Context: an optimization exercise on an open-source flow, tuned for small area and a short achievable clock period. The choices shown serve that exercise and are no tape-out recipe. No run shown here included a check of the RTL's function; only the layout flow was run. Power figures rest on the tool's default switching activity, not on a simulated workload.

==> flow/design.v (outline; a module is shown in full before it is edited, if it fits) <==
// module AdderPair: 28 lines
// module Comparator: 6 lines
// module PAdd: 51 lines
// module CellAO21: 3 lines
// module CellAND2: 3 lines
// module CellXOR2: 3 lines
// module CellNOR2: 3 lines
// module Counter: 16 lines
// module FA: 7 lines
// module HA: 7 lines
// module Multiply16x16: 1872 lines
// module Multiply8x8: 509 lines
// module Tree8x8: 299 lines
// module MuxMod: 14 lines
// module PathSegment: 22 lines
// module ChipLevel: 23 lines
module ChipLevel (
   input  logic [15:0] data16_a, data16_b, data16_c, data16_d,
   input  logic [7:0] din_a, din_b,
   input  logic [1:0] sel,
   input  logic clk, cin, rst, start,
   input  logic s1, s2, op,
   output logic [15:0] mux_out, regout,
   output logic [31:0] m32_out,
   output logic cout1, cout2, comp_out1, comp_out2
);
  // ...
==> flow/flow/run.sh <==
#!/bin/bash
# Layout flow: the standard one, except that synthesis keeps the design's FA
# modules as the library's full-adder cell (flow/synth_fa.tcl) and leaves the
# remaining logic to ABC without re-extracting adders from it.  The
# registers must come out exactly as in the standard synthesis (same names
# and cell types); if they do not, the standard synthesis is used instead.
set -uo pipefail
R=orfs/results/$FLOW_PLATFORM/ChipLevel/base

bash standard.sh synth > std_synth.log 2>&1 || exit 1
cp $R/1_2_yosys.v std_1_2_yosys.v

# 2. the synthesis with full-adder cells, in a work folder of its own
MK=$(sed -n 's/^make -C \S* \(.*\) "\${@:-finish}"$/\1/p' standard.sh | sed 's|WORK_HOME=\S*||; s|SYNTH_SCRIPT=\S*||')
read -ra MKARGS <<< "$MK"
make -C "$FLOW_HOME" "${MKARGS[@]}" WORK_HOME="$PWD/orfs_fa" SYNTH_SCRIPT="$PWD/flow/synth_fa.tcl" \
  "SYNTH_KEEP_MODULES=FA HA CellAO21 CellAND2 CellXOR2 CellNOR2" "ADDER_MAP_FILE=" synth > fa_synth.log 2>&1
ok=$?
if [[ $ok -eq 0 ]] && python3 flow/same_regs.py std_1_2_yosys.v orfs_fa/results/$FLOW_PLATFORM/ChipLevel/base/1_2_yosys.v > regs_check.log 2>&1; then
  echo "using the full-adder synthesis" > synth_choice.log
  cp orfs_fa/results/$FLOW_PLATFORM/ChipLevel/base/1_2_yosys.v $R/1_2_yosys.v
  rm -f $R/1_synth.odb $R/1_synth.sdc
else
  echo "using the standard synthesis (fa synth exit $ok)" > synth_choice.log
fi

# 3. the rest of the standard flow, with the ORFS settings in flow/make_args.txt
EXTRA=()
if [[ -f flow/make_args.txt ]]; then
  while read -r line; do [[ -n "$line" && "$line" != \#* ]] && EXTRA+=("$line"); done < flow/make_args.txt
fi
bash standard.sh finish "${EXTRA[@]}" > std_finish.log 2>&1
==> flow/flow/make_args.txt <==
BUFFER_PORTS_ARGS=-buffer_cell sky130_fd_sc_hd__buf_1
==> flow/flow/same_regs.py <==
"""Exit 0 if two netlists have the same flip-flops (instance names and cell types)."""
import re, sys

def regs(path):
    txt = open(path).read()
    return sorted(re.findall(r'(sky130_fd_sc_hd__(?:df|edf|sdf|dl)\w*)\s+(\S+)\s*\(', txt))

a, b = regs(sys.argv[1]), regs(sys.argv[2])
print(len(a), "registers in the standard synthesis,", len(b), "in the other")
if a != b or not a:
    print("differ:", sorted(set(a) ^ set(b))[:20])
    sys.exit(1)
print("same")
==> flow/flow/synth_fa.tcl <==
# synth_recipe.tcl with one change: the small gate modules of the design (FA,
# HA and the Cell* gates), kept as hierarchy through SYNTH_KEEP_MODULES,
# become the library's matching cells instead of being flattened and
# re-synthesized, so the adders keep the structure the RTL gives them.
proc synth {args} { yosys synth -nofsm -noshare {*}$args }
source $::env(SCRIPTS_DIR)/synth.tcl
foreach {m c} {
  FA       sky130_fd_sc_hd__fa_1
  HA       sky130_fd_sc_hd__ha_1
  CellAO21 sky130_fd_sc_hd__a21o_1
  CellAND2 sky130_fd_sc_hd__and2_1
  CellXOR2 sky130_fd_sc_hd__xor2_1
  CellNOR2 sky130_fd_sc_hd__nor2_1
} {
  if {[lsearch -exact $::env(SYNTH_KEEP_MODULES) $m] >= 0} {
    chtype -set $c t:$m
    delete $m
  }
}
# left out here: clear keep_hierarchy, flatten, clean up, hide names made inside functions
tee -o $::env(REPORTS_DIR)/synth_stat_fa.txt stat {*}$lib_args
# left out here: write 1_2_yosys.v
==> flow/standard.sh <==
#!/bin/bash
# synth_recipe.tcl (not shown) runs the flow's synth.tcl, then flattens the netlist and writes it again
# the make line also repeats each setting of config.mk as NAME=value (left out here)
make -C /OpenROAD-flow-scripts/flow DESIGN_CONFIG=/design/flow/config.mk WORK_HOME=/design/flow/orfs CLKGATE_MAP_FILE= SYNTH_SCRIPT=/design/flow/synth_recipe.tcl "${@:-finish}"
==> flow/config.mk <==
export PLATFORM = sky130hd
export DESIGN_NAME = ChipLevel
export DESIGN_NICKNAME = ChipLevel
export VERILOG_FILES = /design/flow/design.v
export SDC_FILE = /design/flow/constraint.sdc
export NUM_CORES = 4
export LEC_CHECK = 0
export CAP_MARGIN = 20
export CORE_MARGIN = 2
export CORE_UTILIZATION = 60
export SETUP_SLACK_MARGIN = 3.3
export SLEW_MARGIN = 20
==> flow/constraint.sdc <==
create_clock -name core_clock -period 8.0 [get_ports {clk}]
set_input_delay 1.6000 -clock core_clock [delete_from_list [all_inputs] [get_ports {clk}]]
set_output_delay 1.6000 -clock core_clock [all_outputs]
set_load 0.01 [all_outputs]
==> metrics.cfg, run 1 <==
[routing]
drt.antenna.violating_nets=0
avgRoutedWirePerCell_um=18.15
firstDrtPassIters=5

[floorplan]
num_io_pins=157
initial_core_util_pct=61.01

[grt]
grt_overflow=0
grtUsageMet1_pct=36.42
grt_pass1_wl_mm=65.36

[outcome]
status=finished clean

[placed_design]
place_ws_ps=2792
hpwlAfterDp_mm=29.08
placed_area_um2=18090

[hold_path]
hold_depth=0
min_to=u1.ad16[5]

[power_and_ir_drop]
powerClk_w=0.00114
power_frac_clock_pct=17.1
comb-power_w=0.00396

[critical_path]
cp-startpoint=u5.q0_9
slowest_stage=fa_1
crit_family=compound AO/OA/AOI/OAI gates
start_kind=register

[clocking]
hold_buffers=0
post_cts_buffers=2
cts_buffers=25
cts.htree.levels=1

[cells_and_area]
clock_cell_area_share_pct=4.324
final_cell_area_um2=19100
area_dominant_class=multi-input combinational cells
design.seq.count=214
multi_input_cells=1321
antenna_cells=0
nonClkBufAreaFrac_pct=4.566

==> inputs of run 2 (changes only) <==
==> flow/flow/make_args.txt (replaced) <==
BUFFER_PORTS_ARGS=-buffer_cell sky130_fd_sc_hd__buf_1
DONT_USE_CELLS=sky130_fd_sc_hd__probe_p_8 sky130_fd_sc_hd__probec_p_8 sky130_fd_sc_hd__lpflow_bleeder_1 sky130_fd_sc_hd__lpflow_clkbufkapwr_1 sky130_fd_sc_hd__lpflow_clkbufkapwr_16 sky130_fd_sc_hd__lpflow_clkbufkapwr_2 sky130_fd_sc_hd__lpflow_clkbufkapwr_4 sky130_fd_sc_hd__lpflow_clkbufkapwr_8 sky130_fd_sc_hd__lpflow_clkinvkapwr_1 sky130_fd_sc_hd__lpflow_clkinvkapwr_16 sky130_fd_sc_hd__lpflow_clkinvkapwr_2 sky130_fd_sc_hd__lpflow_clkinvkapwr_4 sky130_fd_sc_hd__lpflow_clkinvkapwr_8 sky130_fd_sc_hd__lpflow_decapkapwr_12 sky130_fd_sc_hd__lpflow_decapkapwr_3 sky130_fd_sc_hd__lpflow_decapkapwr_4 sky130_fd_sc_hd__lpflow_decapkapwr_6 sky130_fd_sc_hd__lpflow_decapkapwr_8 sky130_fd_sc_hd__lpflow_inputiso0n_1 sky130_fd_sc_hd__lpflow_inputiso0p_1 sky130_fd_sc_hd__lpflow_inputiso1n_1 sky130_fd_sc_hd__lpflow_inputiso1p_1 sky130_fd_sc_hd__lpflow_inputisolatch_1 sky130_fd_sc_hd__lpflow_isobufsrc_1 sky130_fd_sc_hd__lpflow_isobufsrc_16 sky130_fd_sc_hd__lpflow_isobufsrc_2 sky130_fd_sc_hd__lpflow_isobufsrc_4 sky130_fd_sc_hd__lpflow_isobufsrc_8 sky130_fd_sc_hd__lpflow_isobufsrckapwr_16 sky130_fd_sc_hd__lpflow_lsbuf_lh_hl_isowell_tap_1 sky130_fd_sc_hd__lpflow_lsbuf_lh_hl_isowell_tap_2 sky130_fd_sc_hd__lpflow_lsbuf_lh_hl_isowell_tap_4 sky130_fd_sc_hd__lpflow_lsbuf_lh_isowell_4 sky130_fd_sc_hd__lpflow_lsbuf_lh_isowell_tap_1 sky130_fd_sc_hd__lpflow_lsbuf_lh_isowell_tap_2 sky130_fd_sc_hd__lpflow_lsbuf_lh_isowell_tap_4  sky130_fd_sc_hd__clkdlybuf4s15_1 sky130_fd_sc_hd__clkdlybuf4s15_2 sky130_fd_sc_hd__clkdlybuf4s18_1 sky130_fd_sc_hd__clkdlybuf4s18_2 sky130_fd_sc_hd__clkdlybuf4s25_1 sky130_fd_sc_hd__clkdlybuf4s25_2 sky130_fd_sc_hd__clkdlybuf4s50_1 sky130_fd_sc_hd__clkdlybuf4s50_2
==> run 2 against run 1 <==
Against the previous run:
- sequential power is essentially flat
- sequential cell count stayed put
- maximum frequency is 0.78% higher
- clock power barely moved
- worst hold slack better by 2.1 ps
- worst setup slack gained 36 ps
- critical path depth shrank 2
==> metrics.cfg, run 2 <==
[outcome]
status=finished clean

[floorplan]
die_h_um=174.8
initial_core_util_pct=61.01  ; unchanged
fp.dieW_um=174.8
dieArea_um2=30570
core_region_area_um2=28700
num_io_pins=157  ; unchanged
rows=62

[grt]
grt_max_degree=40
grt_pass1_wl_mm=66.68  ; +2.0%
antenna_found_initial=1
grt_pass1_vias=12890
grt_overflow=0  ; unchanged
track_usage_pct=27.69

[sta]
period_needed_ps=4628
finalCritPeriodShare_pct=57.85
drv_slew=0
slew_headroom_pct=29.01
whs_ps=327.8
setup_tns_ps=0
worst_slack_ps=3372
finClkSkew_ps=4.894
hold_viol_final=0
worstMarginPinSlew_ps=1065
timing.fmax_ghz=0.2161
final-setup-viol-count=0
rsz0062_at_grt=yes

[critical_path]
rr_startpoint=u7.BDATA[6]
cp-startpoint=data16_b[4]
cp-end-kind=register
required_ps=8390
critPathMaxFanout=13
reg2reg_depth=13
cp.arrival_ps=5020
reg2reg_slack_ps=3620
worstReg2RegEnd=u7.REGOUT[15]
start_kind=primary input
crit_type=in -> reg

[routing]
num_vias=12170
avgRoutedWirePerCell_um=18.67  ; +2.9%
drc=0
drt_iter0_drc=700
drt.antenna.violating_nets=0  ; unchanged
vias_per_cell=5.522
firstDrtPassIters=7  ; +2
routed_wl_mm=41.13

[logic_synthesis]
syn_inst=1725
yosysWarnings=6
synth_area_um2=17510
synth_nets=2122
syn_avg_cell_area_um2=10.15

[clocking]
hold_buffers=0  ; unchanged
clkTransAtPathRegs_ps=60
root_buffer=clkbuf_16
cts_buffers=25  ; unchanged
cts_tree=built
clockBufferDepth=3
clk_latency_ps=510
cts.htree.levels=1  ; unchanged
cts.sinks=214

[power_and_ir_drop]
leakagePower_nw=7.957
power_density_nw_per_um2=358.4
peakVddDrop_uv=212.0

[hold_path]
min_to=u1.ad16[0]
hp-start=u1.lo1[0]
hold_depth=0  ; unchanged
min_path_type=reg -> reg

[placed_design]
portBuffers=156
hpwlAfterDp_mm=31.09  ; +6.9%
placed_area_um2=17970  ; -0.62%
place_ws_ps=2804  ; +12.44 ps
place.gp.congestion=0.8857

[cells_and_area]
drive_above_1_share_pct=8.856
syn2layout_area_growth_pct=9.032
multi_input_area_um2=12270
final_cell_area_um2=19090  ; about the same
final_common_cell=nand2_1
final_cell_mix=408 x nand2_1, 272 x fa_1, 181 x dfxtp_1
fillers=2364
seqCellArea_um2=4606
nets=2197

[flow_run]
cap_violations=0

==> run 2: worst max path at each step <==
stage | to | slack (ps) | depth (start not counted)
floorplan | u5.q2_17 | 3310 | 8
global placement | u5.q2_17 | 2860 | 7
detailed placement | u5.q2_17 | 2800 | 8
CTS | m32_out[19] | 3260 | 9
global route | m32_out[24] | 3270 | 10
finish | u5.q2_19 | 3370 | 8
==> run 2: cell type report <==
type / count / area share, %
Multi-Input combinational cell: 1322 / 64.24
Sequential cell: 214 / 24.12
Timing Repair Buffer: 199 / 4.050
Clock buffer: 36 / 3.926
Tap cell: 384 / 2.517
Inverter: 38 / 0.7471
Clock inverter: 9 / 0.3801
Antenna cell: 1 / 0.01311
==> run 2: what timing repair did <==
action	4_1_cts	5_1_grt
gates cloned	1	0
endpoints found under the setup margin	31	19
setup buffers	2	8
pin swaps	2	13
resized for setup	22	36
==> run 2: through the flow <==
step | util [%] | power (W) | instances
after CTS | 65.83 | 0.006651 | 2194
after global placement | 62.62 | 0.005231 | 2146
after floorplan | - | 0.004841 | 1725
after detailed placement | 62.62 | 0.005317 | 2146
final | 66.52 | 0.006844 | 2203
after global routing | 66.51 | 0.007416 | 2202
==> run 2: report_power, final <==
| part | total (W) | internal [W] | switching [W] |
|---|---|---|---|
| clock | 0.00112 | 0.000680 | 0.000437 |
| sequential | 0.00158 | 0.00141 | 0.000171 |
| combinational | 0.00415 | 0.00187 | 0.00228 |
| total | 0.00684 | 0.00396 | 0.00289 |
==> run 2: layer usage <==
| metal | vias to the layer above | share of wire [%] | wire, um | GRT usage (%) |
|---|---|---|---|---|
| met2 | 421 | 48 | 19940 | 46.25 |
| met4 | 0 | 2.2 | 911 | 6.840 |
| met5 | - | 0 | 0 | 0 |
| met3 | 69 | 7.4 | 3025 | 5.352 |
| li1 | 5566 | - | - | - |
| met1 | 6109 | 42 | 17250 | 37.59 |
==> run 2: critical path, cell delays in order <==
cell,delay (ps)
buf_1,680
buf_1,320
nand2_1,130
fa_1,460
fa_1,520
fa_1,450
fa_1,400
fa_1,440
==> inputs of run 3 (changes only) <==
--- a/flow/config.mk
+++ b/flow/config.mk
@@ -10,3 +10,3 @@
 export CORE_UTILIZATION = 60
-export SETUP_SLACK_MARGIN = 3.3
+export SETUP_SLACK_MARGIN = 3.6
 export SLEW_MARGIN = 20
==> run 3 against run 2 <==
Against the previous run:
- clock power shrank 6%
- maximum frequency increased by 0.21%
- count of clock-buffer cells in the layout rose by 2
- first-iteration DRC count rose by 6.7%
- worst hold slack lost 3.1 ps
- sequential power is essentially flat
- critical endpoint is now m32_out[21]
- routed wire length decreased by 0.72%
- via count increased by 0.72%
- power down 0.40%
- combinational power grew 1%
- largest cell class unchanged
- utilization up 0.25 points
==> metrics.cfg, run 3 <==
[power_and_ir_drop]
p_int_w=0.003958  ; about the same
power_frac_clock_pct=15.5  ; -0.8 points
power_w=0.006816  ; -0.40%
leakagePower_nw=8.080  ; +1.5%
power_density_nw_per_um2=355.7  ; -0.77%
peakVddDrop_uv=194.4  ; -8.3%
swShare_pct=41.93  ; -0.23 points
combPwrFrac_pct=61.4  ; +0.8 points
switchingPower_w=0.002858  ; -0.94%
seq_power_share_pct=23.1  ; about the same

[placed_design]
place.gp.congestion=0.8790  ; -0.76%
placed_area_um2=17970  ; unchanged
hpwlAfterDp_mm=30.88  ; -0.68%
portBuffers=156  ; unchanged
placedCellCount=2145  ; -0.047%

[routing]
drt.antenna.violating_nets=0  ; unchanged
avgRoutedWirePerCell_um=18.39  ; -1.5%
vias_per_cell=5.517  ; about the same
drt_iter0_drc=747  ; +6.7%
routed_wl_mm=40.83  ; -0.72%
num_vias=12250  ; +0.72%
drc=0  ; unchanged
firstDrtPassIters=5  ; -2

[hold_path]
min_path_type=reg -> reg

[floorplan]
num_io_pins=157  ; unchanged
fp.dieW_um=174.8  ; unchanged
dieArea_um2=30570  ; unchanged
die_h_um=174.8  ; unchanged
core_region_area_um2=28700  ; unchanged
initial_core_util_pct=61.01  ; unchanged
rows=62  ; unchanged

[cells_and_area]
drive_above_1_share_pct=10.78  ; +1.9 points
fillers=2378  ; +0.59%
final_cell_mix=408 x nand2_1, 273 x fa_1, 181 x dfxtp_1
antenna_cells=0  ; -1
syn2layout_area_growth_pct=9.439
instances_no_fill=2221  ; +0.82%
final_cell_area_um2=19160  ; +0.37%
multi_input_area_um2=12250  ; -0.12%
seqCellArea_um2=4606  ; unchanged
utilization_pct=66.77  ; +0.25 points
final_common_cell=nand2_1
nets=2216  ; +0.86%

[logic_synthesis]
syn_avg_cell_area_um2=10.15  ; unchanged
yosysWarnings=6  ; unchanged
synth_area_um2=17510  ; unchanged
synth_nets=2122  ; unchanged
syn_inst=1725  ; unchanged

[sta]
finalCritPeriodShare_pct=57.73  ; -0.12 points
slew_headroom_pct=36.21  ; +7.2 points
timing.fmax_ghz=0.2165  ; +0.21%
hold_viol_final=0  ; unchanged
worstMarginPinSlew_ps=956.8  ; -108.0 ps
final-setup-viol-count=0  ; unchanged
rsz0062_at_grt=yes
finClkSkew_ps=11.58  ; +6.689 ps
period_needed_ps=4618  ; -9.630 ps
drv_slew=0  ; unchanged
setup_tns_ps=0  ; unchanged

[clocking]
root_buffer=clkbuf_16
cts.sinks=214  ; unchanged
cts_tree=built
clk_latency_ps=520  ; about the same
cts_buffers=24  ; -4.0%
clockBufferDepth=3  ; unchanged
hold_buffers=0  ; unchanged
cts.htree.levels=1  ; unchanged
clkTransAtPathRegs_ps=60  ; about the same

[critical_path]
critPathMaxFanout=8  ; -5
cp.arrival_ps=3020  ; -2000 ps
required_ps=6400  ; -1990 ps
cpPeakStageDelay_ps=520  ; -160 ps
cp-end-kind=output pin
worst-path-buf-inv=1  ; -1
slowest_stage=fa_1
start_kind=register
path_cells=fa_1, xor2_2, a21o_1, a21o_1, a21o_4, a21o_4, a21o_1, xor2_1, buf_2
crit_family=compound AO/OA/AOI/OAI gates
crit_type=reg -> out
cpMostUsedCell=a21o_1

[grt]
grt_pass1_wl_mm=66.35  ; -0.50%
grt_overflow=0  ; unchanged
antenna_found_initial=0  ; -1
track_usage_pct=27.54  ; -0.15 points
grt_pass1_vias=12960  ; +0.57%
grt_max_degree=40  ; unchanged

[outcome]
status=finished clean

[flow_run]
cap_violations=0  ; unchanged

==> run 3: worst paths after layout <==
path                                   from            end  slack, ps  cells past startpoint
worst max-delay path                u5.q0_9    m32_out[21]       3380                      9
worst min register to register    u1.lo1[6]     u1.ad16[6]        320                      0
worst min-delay path              u1.lo1[6]     u1.ad16[6]        320                      0
worst max register to register  u7.ADATA[0]  u7.REGOUT[14]       3730                     13
==> run 3: what timing repair did <==
action | CTS | global route
setup buffers | 9 | 22
gates cloned | 1 | 0
pin swaps | 18 | 21
gates resized for setup | 62 | 38
endpoints found under the hold margin | 0 | 0
setup endpoints to repair | 44 | 34
==> run 3: final cells by class <==
| type | count | area share [%] |
|---|---|---|
| clock buffers | 38 | 3.780 |
| flip-flops and latches | 214 | 24.03 |
| well taps | 384 | 2.507 |
| multi-input cells | 1322 | 63.93 |
| repair buffers | 219 | 4.838 |
| clock inverters | 6 | 0.1698 |
| inverters | 38 | 0.7443 |
==> run 3: power by group through the flow <==
| stage | clock, W | combinational, W | sequential, W |
|---|---|---|---|
| detailed placement | 0 | 0.00368 | 0.00160 |
| global route | 0.00112 | 0.00465 | 0.00161 |
| global placement | 0 | 0.00361 | 0.00160 |
| finish | 0.00105 | 0.00419 | 0.00158 |
| CTS | 0.00108 | 0.00402 | 0.00158 |
| floorplan | 0 | 0.00328 | 0.00156 |
==> run 3: per-layer routing <==
metal,vias up,share of wire [%],GRT usage [%]
met3,80,6.8,4.591
li1,5589,-,-
met1,6148,42,37.10
met4,0,2.4,7.049
met2,436,49,46.76
met5,-,0,0
==> run 3: stage by stage <==
stage | setup WS, ps | hold WS [ps]
floorplan | 3556 | 309.6
global placement | 2901 | 310.5
detailed placement | 2860 | 313.2
CTS | 3397 | 327.0
global route | 3287 | 332.4
finish | 3382 | 324.6
==> run 3: worst reg2reg max path, cell delays in order, from the launching register on <==
cell      delay (ps)
edfxtp_1         530
nand2_1          140
fa_1             460
fa_1             390
fa_1             450
fa_1             390
fa_1             480
mux2i_1           70
ha_1             350
a21o_1           200
a21o_1           230
a21o_1           180
a21o_1           150
xor2_1           140
==> inputs of run 4 (changes only) <==
--- a/flow/flow/run.sh
+++ b/flow/flow/run.sh
@@ -29,3 +29,3 @@
 if [[ -f flow/make_args.txt ]]; then
-  while read -r line; do [[ -n "$line" && "$line" != \#* ]] && EXTRA+=("$line"); done < flow/make_args.txt
+  while read -r line; do [[ -n "$line" && "$line" != \#* ]] && EXTRA+=("${line//@FLOW@/$PWD/flow}"); done < flow/make_args.txt
 fi
==> flow/flow/make_args.txt (replaced) <==
BUFFER_PORTS_ARGS=-outputs -buffer_cell sky130_fd_sc_hd__buf_1
PRE_GLOBAL_PLACE_TCL=@FLOW@/pre_gpl.tcl
DONT_USE_CELLS=sky130_fd_sc_hd__probe_p_8 sky130_fd_sc_hd__probec_p_8 sky130_fd_sc_hd__lpflow_bleeder_1 sky130_fd_sc_hd__lpflow_clkbufkapwr_1 sky130_fd_sc_hd__lpflow_clkbufkapwr_16 sky130_fd_sc_hd__lpflow_clkbufkapwr_2 sky130_fd_sc_hd__lpflow_clkbufkapwr_4 sky130_fd_sc_hd__lpflow_clkbufkapwr_8 sky130_fd_sc_hd__lpflow_clkinvkapwr_1 sky130_fd_sc_hd__lpflow_clkinvkapwr_16 sky130_fd_sc_hd__lpflow_clkinvkapwr_2 sky130_fd_sc_hd__lpflow_clkinvkapwr_4 sky130_fd_sc_hd__lpflow_clkinvkapwr_8 sky130_fd_sc_hd__lpflow_decapkapwr_12 sky130_fd_sc_hd__lpflow_decapkapwr_3 sky130_fd_sc_hd__lpflow_decapkapwr_4 sky130_fd_sc_hd__lpflow_decapkapwr_6 sky130_fd_sc_hd__lpflow_decapkapwr_8 sky130_fd_sc_hd__lpflow_inputiso0n_1 sky130_fd_sc_hd__lpflow_inputiso0p_1 sky130_fd_sc_hd__lpflow_inputiso1n_1 sky130_fd_sc_hd__lpflow_inputiso1p_1 sky130_fd_sc_hd__lpflow_inputisolatch_1 sky130_fd_sc_hd__lpflow_isobufsrc_1 sky130_fd_sc_hd__lpflow_isobufsrc_16 sky130_fd_sc_hd__lpflow_isobufsrc_2 sky130_fd_sc_hd__lpflow_isobufsrc_4 sky130_fd_sc_hd__lpflow_isobufsrc_8 sky130_fd_sc_hd__lpflow_isobufsrckapwr_16 sky130_fd_sc_hd__lpflow_lsbuf_lh_hl_isowell_tap_1 sky130_fd_sc_hd__lpflow_lsbuf_lh_hl_isowell_tap_2 sky130_fd_sc_hd__lpflow_lsbuf_lh_hl_isowell_tap_4 sky130_fd_sc_hd__lpflow_lsbuf_lh_isowell_4 sky130_fd_sc_hd__lpflow_lsbuf_lh_isowell_tap_1 sky130_fd_sc_hd__lpflow_lsbuf_lh_isowell_tap_2 sky130_fd_sc_hd__lpflow_lsbuf_lh_isowell_tap_4  sky130_fd_sc_hd__clkdlybuf4s15_1 sky130_fd_sc_hd__clkdlybuf4s15_2 sky130_fd_sc_hd__clkdlybuf4s18_1 sky130_fd_sc_hd__clkdlybuf4s18_2 sky130_fd_sc_hd__clkdlybuf4s25_1 sky130_fd_sc_hd__clkdlybuf4s25_2 sky130_fd_sc_hd__clkdlybuf4s50_1 sky130_fd_sc_hd__clkdlybuf4s50_2
==> flow/flow/pre_gpl.tcl (new file) <==
# Inputs get a buffer strong enough for their fanout; outputs get theirs from
# the standard buffer_ports call (BUFFER_PORTS_ARGS -outputs).
buffer_ports -inputs -buffer_cell sky130_fd_sc_hd__buf_4
--- a/flow/config.mk
+++ b/flow/config.mk
@@ -10,3 +10,3 @@
 export CORE_UTILIZATION = 60
-export SETUP_SLACK_MARGIN = 3.6
+export SETUP_SLACK_MARGIN = 3.3
 export SLEW_MARGIN = 20
==> run 4 against run 3 <==
Against the previous run:
- first-iteration DRC count shrank 3.7%
- sequential power barely moved
- register-to-register slack got worse by 60 ps
- global-route usage is 0.72 points lower
- critical path type unchanged
- area after synthesis unchanged
- utilization is 2.3 points lower
- final cell count fell by 6.1%
- clock skew is 2.5 ps higher
- largest cell class unchanged
- final area decreased by 3.4%
==> metrics.cfg, run 4 <==
[clocking]
clkTransAtPathRegs_ps=60  ; about the same
clk_latency_ps=520  ; about the same
hold_buffers=0  ; unchanged
cts_tree=built
cts.sinks=214  ; unchanged
cts_buffers=25  ; +4.2%
root_buffer=clkbuf_16
clockBufferDepth=3  ; unchanged
cts.htree.levels=1  ; unchanged

[logic_synthesis]
syn_inst=1725  ; unchanged
synth_nets=2122  ; unchanged
yosysWarnings=6  ; unchanged
syn_avg_cell_area_um2=10.15  ; unchanged
synth_area_um2=17510  ; unchanged

[flow_run]
cap_violations=0  ; unchanged

[critical_path]
cp-end-kind=output pin
cp.arrival_ps=3020  ; about the same
crit_type=reg -> out
start_kind=register
worst-path-buf-inv=1  ; unchanged
path_cells=fa_1, xor2_2, and2_1, a21o_1, a21o_4, a21o_4, a21o_1, xor2_1, clkbuf_2
required_ps=6400  ; about the same
crit_family=compound AO/OA/AOI/OAI gates
slowest_stage=fa_1
cpPeakStageDelay_ps=530  ; about the same
critPathMaxFanout=8  ; unchanged

[routing]
avgRoutedWirePerCell_um=19.30  ; +5.0%
drt_iter0_drc=719  ; -3.7%
firstDrtPassIters=5  ; unchanged
vias_per_cell=5.657  ; +2.5%
routed_wl_mm=40.24  ; -1.5%
drt.antenna.violating_nets=0  ; unchanged
drc=0  ; unchanged
num_vias=11790  ; -3.7%

[sta]
timing.fmax_ghz=0.2165  ; about the same
setup_tns_ps=0  ; unchanged
final-setup-viol-count=0  ; unchanged
worstMarginPinSlew_ps=1028  ; +71.60 ps
period_needed_ps=4618  ; -0.2900 ps
hold_viol_final=0  ; unchanged
rsz0062_at_grt=yes
whs_ps=326.0  ; +1.334 ps
drv_slew=0  ; unchanged
slew_headroom_pct=31.19  ; -5.0 points
finalCritPeriodShare_pct=57.73  ; about the same
finClkSkew_ps=14.09  ; +2.502 ps

[power_and_ir_drop]
peakVddDrop_uv=187.1  ; -3.8%
leakagePower_nw=7.743  ; -4.2%
power_density_nw_per_um2=355.0  ; -0.20%
power_w=0.006568  ; -3.6%

[placed_design]
hpwlAfterDp_mm=28.99  ; -6.1%
place.gp.congestion=0.8457  ; -3.8%
portBuffers=139  ; -11%
placed_area_um2=17510  ; -2.6%

[floorplan]
core_region_area_um2=28700  ; unchanged
num_io_pins=157  ; unchanged
die_h_um=174.8  ; unchanged
dieArea_um2=30570  ; unchanged
fp.dieW_um=174.8  ; unchanged
initial_core_util_pct=61.01  ; unchanged
rows=62  ; unchanged

[grt]
antenna_found_initial=6  ; +6
grt_pass1_wl_mm=64.80  ; -2.3%
track_usage_pct=26.82  ; -0.72 points
grt_max_degree=40  ; unchanged
grt_pass1_vias=12380  ; -4.5%
grt_overflow=0  ; unchanged

[cells_and_area]
syn2layout_area_growth_pct=5.673
drive_above_1_share_pct=7.906  ; -2.9 points
final_common_cell=nand2_1
fillers=2407  ; +1.2%
final_cell_mix=408 x nand2_1, 276 x fa_1, 182 x dfxtp_1
final_cell_area_um2=18500  ; -3.4%
utilization_pct=64.47  ; -2.3 points
nets=2074  ; -6.4%

[outcome]
status=finished clean

[hold_path]
min_path_type=reg -> reg

==> run 4: cell types whose count changed in the layout (fill, tap and decap cells not counted), moves of 5 or more <==
cell,change
buf_1,-88
clkbuf_2,-11
and2_4,-5
diode_2,+6
buf_2,-39
==> run 4: cell type report <==
cell class / instances / area [um^2] / area share, %
antenna: 6 / 15.01 / 0.08114
clock buffer: 36 / 716.9 / 3.875
clock inverter: 9 / 53.80 / 0.2908
inverter: 38 / 142.6 / 0.7708
multi-input combinational: 1322 / 12190 / 65.87
sequential: 214 / 4604 / 24.88
tap: 384 / 480.5 / 2.597
timing repair buffer: 76 / 301.5 / 1.630
==> run 4: stage by stage <==
| stage | cells | worst slack, ps |
|---|---|---|
| global placement | 2025 | 3634 |
| floorplan | 1725 | 3311 |
| CTS | 2070 | 3357 |
| finish | 2085 | 3382 |
| detailed placement | 2025 | 3542 |
| global route | 2085 | 3275 |
==> run 4: worst reg2reg max path, delay by kind of cell, from the launching register on <==
family,cells,cell delay (ps)
XOR/XNOR,1,130
adder cells (fa/ha/maj),6,2540
AO/OA/AOI/OAI,4,770
multiplexers,1,80
AND/OR/NAND/NOR,1,140
flip-flops,1,570
==> run 4: repair_timing <==
item | 4_1_cts | 5_1_grt
gates resized for setup | 6 | 28
gates cloned | 0 | 1
setup endpoints to repair | 16 | 15
pin swaps | 0 | 4
setup buffers | 0 | 8
==> run 4: path summary, 6_finish.rpt <==
kind / start / cells after the start / slack (ps) / to
worst max-delay path: u5.q2_10 / 9 / 3380 / m32_out[22]
worst min-delay path: u1.lo1[0] / 0 / 330 / u1.ad16[0]
worst max register to register: u7.BDATA[6] / 13 / 3670 / u7.REGOUT[15]
worst min register to register: u1.lo1[0] / 0 / 330 / u1.ad16[0]
==> run 4: power by group <==
group / switching (W) / total [W] / internal, W
Clock: 0.000445 / 0.00107 / 0.000621
Sequential: 0.000172 / 0.00158 / 0.00141
Combinational: 0.00214 / 0.00392 / 0.00179
==> run 4: routing by layer <==
layer / vias to the layer above / GRT usage, % / wire (um) / share of wire [%]
met5: - / 0 / 0 / 0
met2: 394 / 45.49 / 19880 / 49
li1: 5324 / - / - / -
met4: 0 / 7.708 / 941 / 2.3
met1: 6009 / 35.71 / 16600 / 41
met3: 67 / 4.569 / 2812 / 7.0
==> inputs of run 5 (changes only) <==
==> flow/flow/make_args.txt (replaced) <==
BUFFER_PORTS_ARGS=-buffer_cell sky130_fd_sc_hd__buf_1
POST_GLOBAL_PLACE_TCL=@FLOW@/post_gpl.tcl
DONT_USE_CELLS=sky130_fd_sc_hd__probe_p_8 sky130_fd_sc_hd__probec_p_8 sky130_fd_sc_hd__lpflow_bleeder_1 sky130_fd_sc_hd__lpflow_clkbufkapwr_1 sky130_fd_sc_hd__lpflow_clkbufkapwr_16 sky130_fd_sc_hd__lpflow_clkbufkapwr_2 sky130_fd_sc_hd__lpflow_clkbufkapwr_4 sky130_fd_sc_hd__lpflow_clkbufkapwr_8 sky130_fd_sc_hd__lpflow_clkinvkapwr_1 sky130_fd_sc_hd__lpflow_clkinvkapwr_16 sky130_fd_sc_hd__lpflow_clkinvkapwr_2 sky130_fd_sc_hd__lpflow_clkinvkapwr_4 sky130_fd_sc_hd__lpflow_clkinvkapwr_8 sky130_fd_sc_hd__lpflow_decapkapwr_12 sky130_fd_sc_hd__lpflow_decapkapwr_3 sky130_fd_sc_hd__lpflow_decapkapwr_4 sky130_fd_sc_hd__lpflow_decapkapwr_6 sky130_fd_sc_hd__lpflow_decapkapwr_8 sky130_fd_sc_hd__lpflow_inputiso0n_1 sky130_fd_sc_hd__lpflow_inputiso0p_1 sky130_fd_sc_hd__lpflow_inputiso1n_1 sky130_fd_sc_hd__lpflow_inputiso1p_1 sky130_fd_sc_hd__lpflow_inputisolatch_1 sky130_fd_sc_hd__lpflow_isobufsrc_1 sky130_fd_sc_hd__lpflow_isobufsrc_16 sky130_fd_sc_hd__lpflow_isobufsrc_2 sky130_fd_sc_hd__lpflow_isobufsrc_4 sky130_fd_sc_hd__lpflow_isobufsrc_8 sky130_fd_sc_hd__lpflow_isobufsrckapwr_16 sky130_fd_sc_hd__lpflow_lsbuf_lh_hl_isowell_tap_1 sky130_fd_sc_hd__lpflow_lsbuf_lh_hl_isowell_tap_2 sky130_fd_sc_hd__lpflow_lsbuf_lh_hl_isowell_tap_4 sky130_fd_sc_hd__lpflow_lsbuf_lh_isowell_4 sky130_fd_sc_hd__lpflow_lsbuf_lh_isowell_tap_1 sky130_fd_sc_hd__lpflow_lsbuf_lh_isowell_tap_2 sky130_fd_sc_hd__lpflow_lsbuf_lh_isowell_tap_4  sky130_fd_sc_hd__clkdlybuf4s15_1 sky130_fd_sc_hd__clkdlybuf4s15_2 sky130_fd_sc_hd__clkdlybuf4s18_1 sky130_fd_sc_hd__clkdlybuf4s18_2 sky130_fd_sc_hd__clkdlybuf4s25_1 sky130_fd_sc_hd__clkdlybuf4s25_2 sky130_fd_sc_hd__clkdlybuf4s50_1 sky130_fd_sc_hd__clkdlybuf4s50_2
==> flow/flow/post_gpl.tcl (new file) <==
# The standard port buffering gives every port a buf_1 (BUFFER_PORTS_ARGS);
# input ports fan out to many cells, so their buffers become buf_4.
foreach inst [get_cells input*] {
  if {[get_property $inst ref_name] eq "sky130_fd_sc_hd__buf_1"} {
    replace_cell $inst sky130_fd_sc_hd__buf_4
  }
}
removed: flow/flow/pre_gpl.tcl
==> run 5 against run 4 <==
Against the previous run:
- still clean on timing, DRC and antenna
- maximum frequency is 0.45% lower
- final cell count is 5.5% higher
- area after synthesis stayed put
- highest routed layer unchanged
==> metrics.cfg, run 5 <==
[outcome]
status=finished clean

[clocking]
clkTransAtPathRegs_ps=60  ; about the same
clk_latency_ps=520  ; about the same
cts.sinks=214  ; unchanged
cts_tree=built
cts_buffers=25  ; unchanged
cts.htree.levels=1  ; unchanged
clockBufferDepth=3  ; unchanged
root_buffer=clkbuf_16

[critical_path]
path_cells=fa_1, xor2_2, a21o_1, a21o_4, a21o_4, a21o_4, a21o_1, xor2_1, clkbuf_2
cpMostUsedCell=a21o_4
start_kind=register
reg2reg_slack_ps=3650  ; -20 ps
crit_type=reg -> out
critPathMaxFanout=8  ; unchanged
rr_startpoint=u7.BDATA[6]
cp.arrival_ps=3040  ; +20 ps
cp-end-kind=output pin
worstReg2RegEnd=u7.REGOUT[14]
cpPeakStageDelay_ps=530  ; about the same
required_ps=6400  ; about the same
reg2reg_depth=13  ; unchanged
slowest_stage=fa_1

[routing]
avgRoutedWirePerCell_um=18.80  ; -2.6%
firstDrtPassIters=7  ; +2
routed_wl_mm=41.34  ; +2.8%
vias_per_cell=5.507  ; -2.6%
drc=0  ; unchanged
num_vias=12110  ; +2.7%
drt_iter0_drc=684  ; -4.9%
drt.antenna.violating_nets=0  ; unchanged

[logic_synthesis]
syn_avg_cell_area_um2=10.15  ; unchanged
synth_nets=2122  ; unchanged
synth_area_um2=17510  ; unchanged
yosysWarnings=6  ; unchanged
syn_inst=1725  ; unchanged

[hold_path]
hold_depth=0  ; unchanged
hp-start=u1.lo1[7]
min_path_type=reg -> reg
min_to=u1.ad16[7]

[sta]
final-setup-viol-count=0  ; unchanged
rsz0062_at_grt=yes
finalCritPeriodShare_pct=57.99  ; +0.26 points
drv_slew=0  ; unchanged
slew_headroom_pct=28.24  ; -2.9 points
finClkSkew_ps=6.957  ; -7.129 ps
period_needed_ps=4639  ; +20.87 ps
setup_tns_ps=0  ; unchanged
worstMarginPinSlew_ps=1076  ; +47.95 ps
timing.fmax_ghz=0.2156  ; -0.45%
hold_viol_final=0  ; unchanged

[floorplan]
rows=62  ; unchanged
fp.dieW_um=174.8  ; unchanged
core_region_area_um2=28700  ; unchanged
dieArea_um2=30570  ; unchanged
die_h_um=174.8  ; unchanged
num_io_pins=157  ; unchanged
initial_core_util_pct=61.01  ; unchanged

[cells_and_area]
nets=2195  ; +5.8%
drive_above_1_share_pct=12.67  ; +4.8 points
final_cell_mix=408 x nand2_1, 275 x fa_1, 182 x dfxtp_1
syn2layout_area_growth_pct=10.34
instances_no_fill=2199  ; +5.5%
final_common_cell=nand2_1
antenna_cells=0  ; -6
utilization_pct=67.31  ; +2.8 points

[placed_design]
portBuffers=156  ; +12%
hpwlAfterDp_mm=31.20  ; +7.6%
placedCellCount=2146  ; +6.0%

[grt]
antenna_found_initial=0  ; -6
grt_overflow=0  ; unchanged
track_usage_pct=27.93  ; +1.1 points
grt_max_degree=40  ; unchanged
grt_pass1_wl_mm=67.15  ; +3.6%
grt_pass1_vias=12940  ; +4.5%

[power_and_ir_drop]
leakagePower_nw=8.223  ; +6.2%
power_density_nw_per_um2=350.7  ; -1.2%
peakVddDrop_uv=194.9  ; +4.1%

[flow_run]
cap_violations=0  ; unchanged

-- run 5: worst max path at each step --
stage                start          end  slack [ps]  cells past startpoint
2_1_floorplan  data16_a[0]     u5.q2_17        3310                      8
3_3_place_gp   data16_a[1]     u5.q2_17        2860                      7
3_5_place_dp        sel[0]  mux_out[10]        3050                      4
4_1_cts            u5.q0_9  m32_out[23]        3270                      9
5_1_grt            u5.q2_9  m32_out[25]        3260                     10
6_report           u5.q2_9  m32_out[25]        3360                      9
-- run 5: timing repair --
action                                 4_1_cts  5_1_grt
buffers inserted                             2        6
endpoints found under the hold margin        0        0
resized for setup                           20       27
cloned                                       1        0
pin swaps                                    2        8
hold buffers                                 0        0
setup endpoints to repair                   31       16
-- run 5: power by group --
| group | internal [W] | switching (W) |
|---|---|---|
| sequential | 0.00141 | 0.000171 |
| clock | 0.000667 | 0.000453 |
| combinational | 0.00184 | 0.00224 |
-- run 5: layer usage --
metal / global-route usage [%] / wire (um)
met5: 0 / 0
met4: 8.021 / 1098
met3: 5.374 / 3187
met2: 46.48 / 19890
met1: 37.61 / 17170
-- run 5: worst max-delay path, delay by kind of cell (launching register included) --
kind                       cells  cell delay [ps]
AOI/OAI and AO/OA              5             1120
adders and majority gates      1              530
xor gates and xnor gates       2              390
DFF                            1              310
buffers and inverters          1              170
-- run 5: final cells by class --
| cell class | instances | area, um^2 |
|---|---|---|
| repair buffers | 197 | 1085 |
| well taps | 384 | 480.5 |
| clock inverters | 10 | 107.6 |
| clock buffers | 34 | 690.7 |
| multi-input cells | 1322 | 12210 |
| fillers | 2288 | 9382 |
| flip-flops and latches | 214 | 4604 |
| inverters | 38 | 142.6 |
-- run 5: through the flow --
step / instance area, um^2 / hold WS, ps / setup WS [ps] / power [W]
global placement: 17970 / 310.2 / 2857 / 0.005231
global route: 19320 / 326.9 / 3259 / 0.007331
detailed placement: 18300 / 313.2 / 3053 / 0.005337
finish: 19320 / 322.3 / 3361 / 0.006775
floorplan: 17510 / 309.6 / 3311 / 0.004841
CTS: 19190 / 319.4 / 3272 / 0.006653

-- re-timing with driven ports --
How much do the figures lean on ideal ports? The routed layouts below were timed once more, with nothing changed but the port constraints. Step 1 sets driving cells, clkbuf_16 on the clock port and buf_2 on the other inputs (assumed; they add their load-dependent delay and slew). Step 2 moves the port delays by t, midway between the first and last clock arrival at a register: inputs arrive t later, outputs are due t later. That takes back most of the time a late clock gives input paths. a / b / c = ideal ports / drivers / drivers and shift; a / b = the first two.
run | shift t [ns] | setup WS [ns] | worst hold slack (ns) | latest minus earliest clock arrival (ns) | worst data-port slew with drivers (ns)
run 1 | 0.572 | 3.336 / 3.284 / 3.216 | 0.326 / 0.326 / 0.326 | 0.010 / 0.010 | 0.04
run 2 | 0.566 | 3.372 / 3.339 / 2.829 | 0.328 / 0.328 / 0.328 | 0.015 / 0.014 | 0.08
run 3 | 0.566 | 3.382 / 3.331 / 3.074 | 0.325 / 0.325 / 0.325 | 0.016 / 0.016 | 0.05
run 4 | 0.567 | 3.382 / 3.332 / 3.314 | 0.326 / 0.326 / 0.326 | 0.014 / 0.014 | 0.84
run 5 | 0.571 | 3.361 / 3.311 / 3.053 | 0.322 / 0.322 / 0.322 | 0.010 / 0.009 | 0.07
After both steps every run listed still meets setup and hold. For run 2, which loses most, drivers alone change the setup slack by -0.033 ns; drivers and shift together by -0.543 ns.
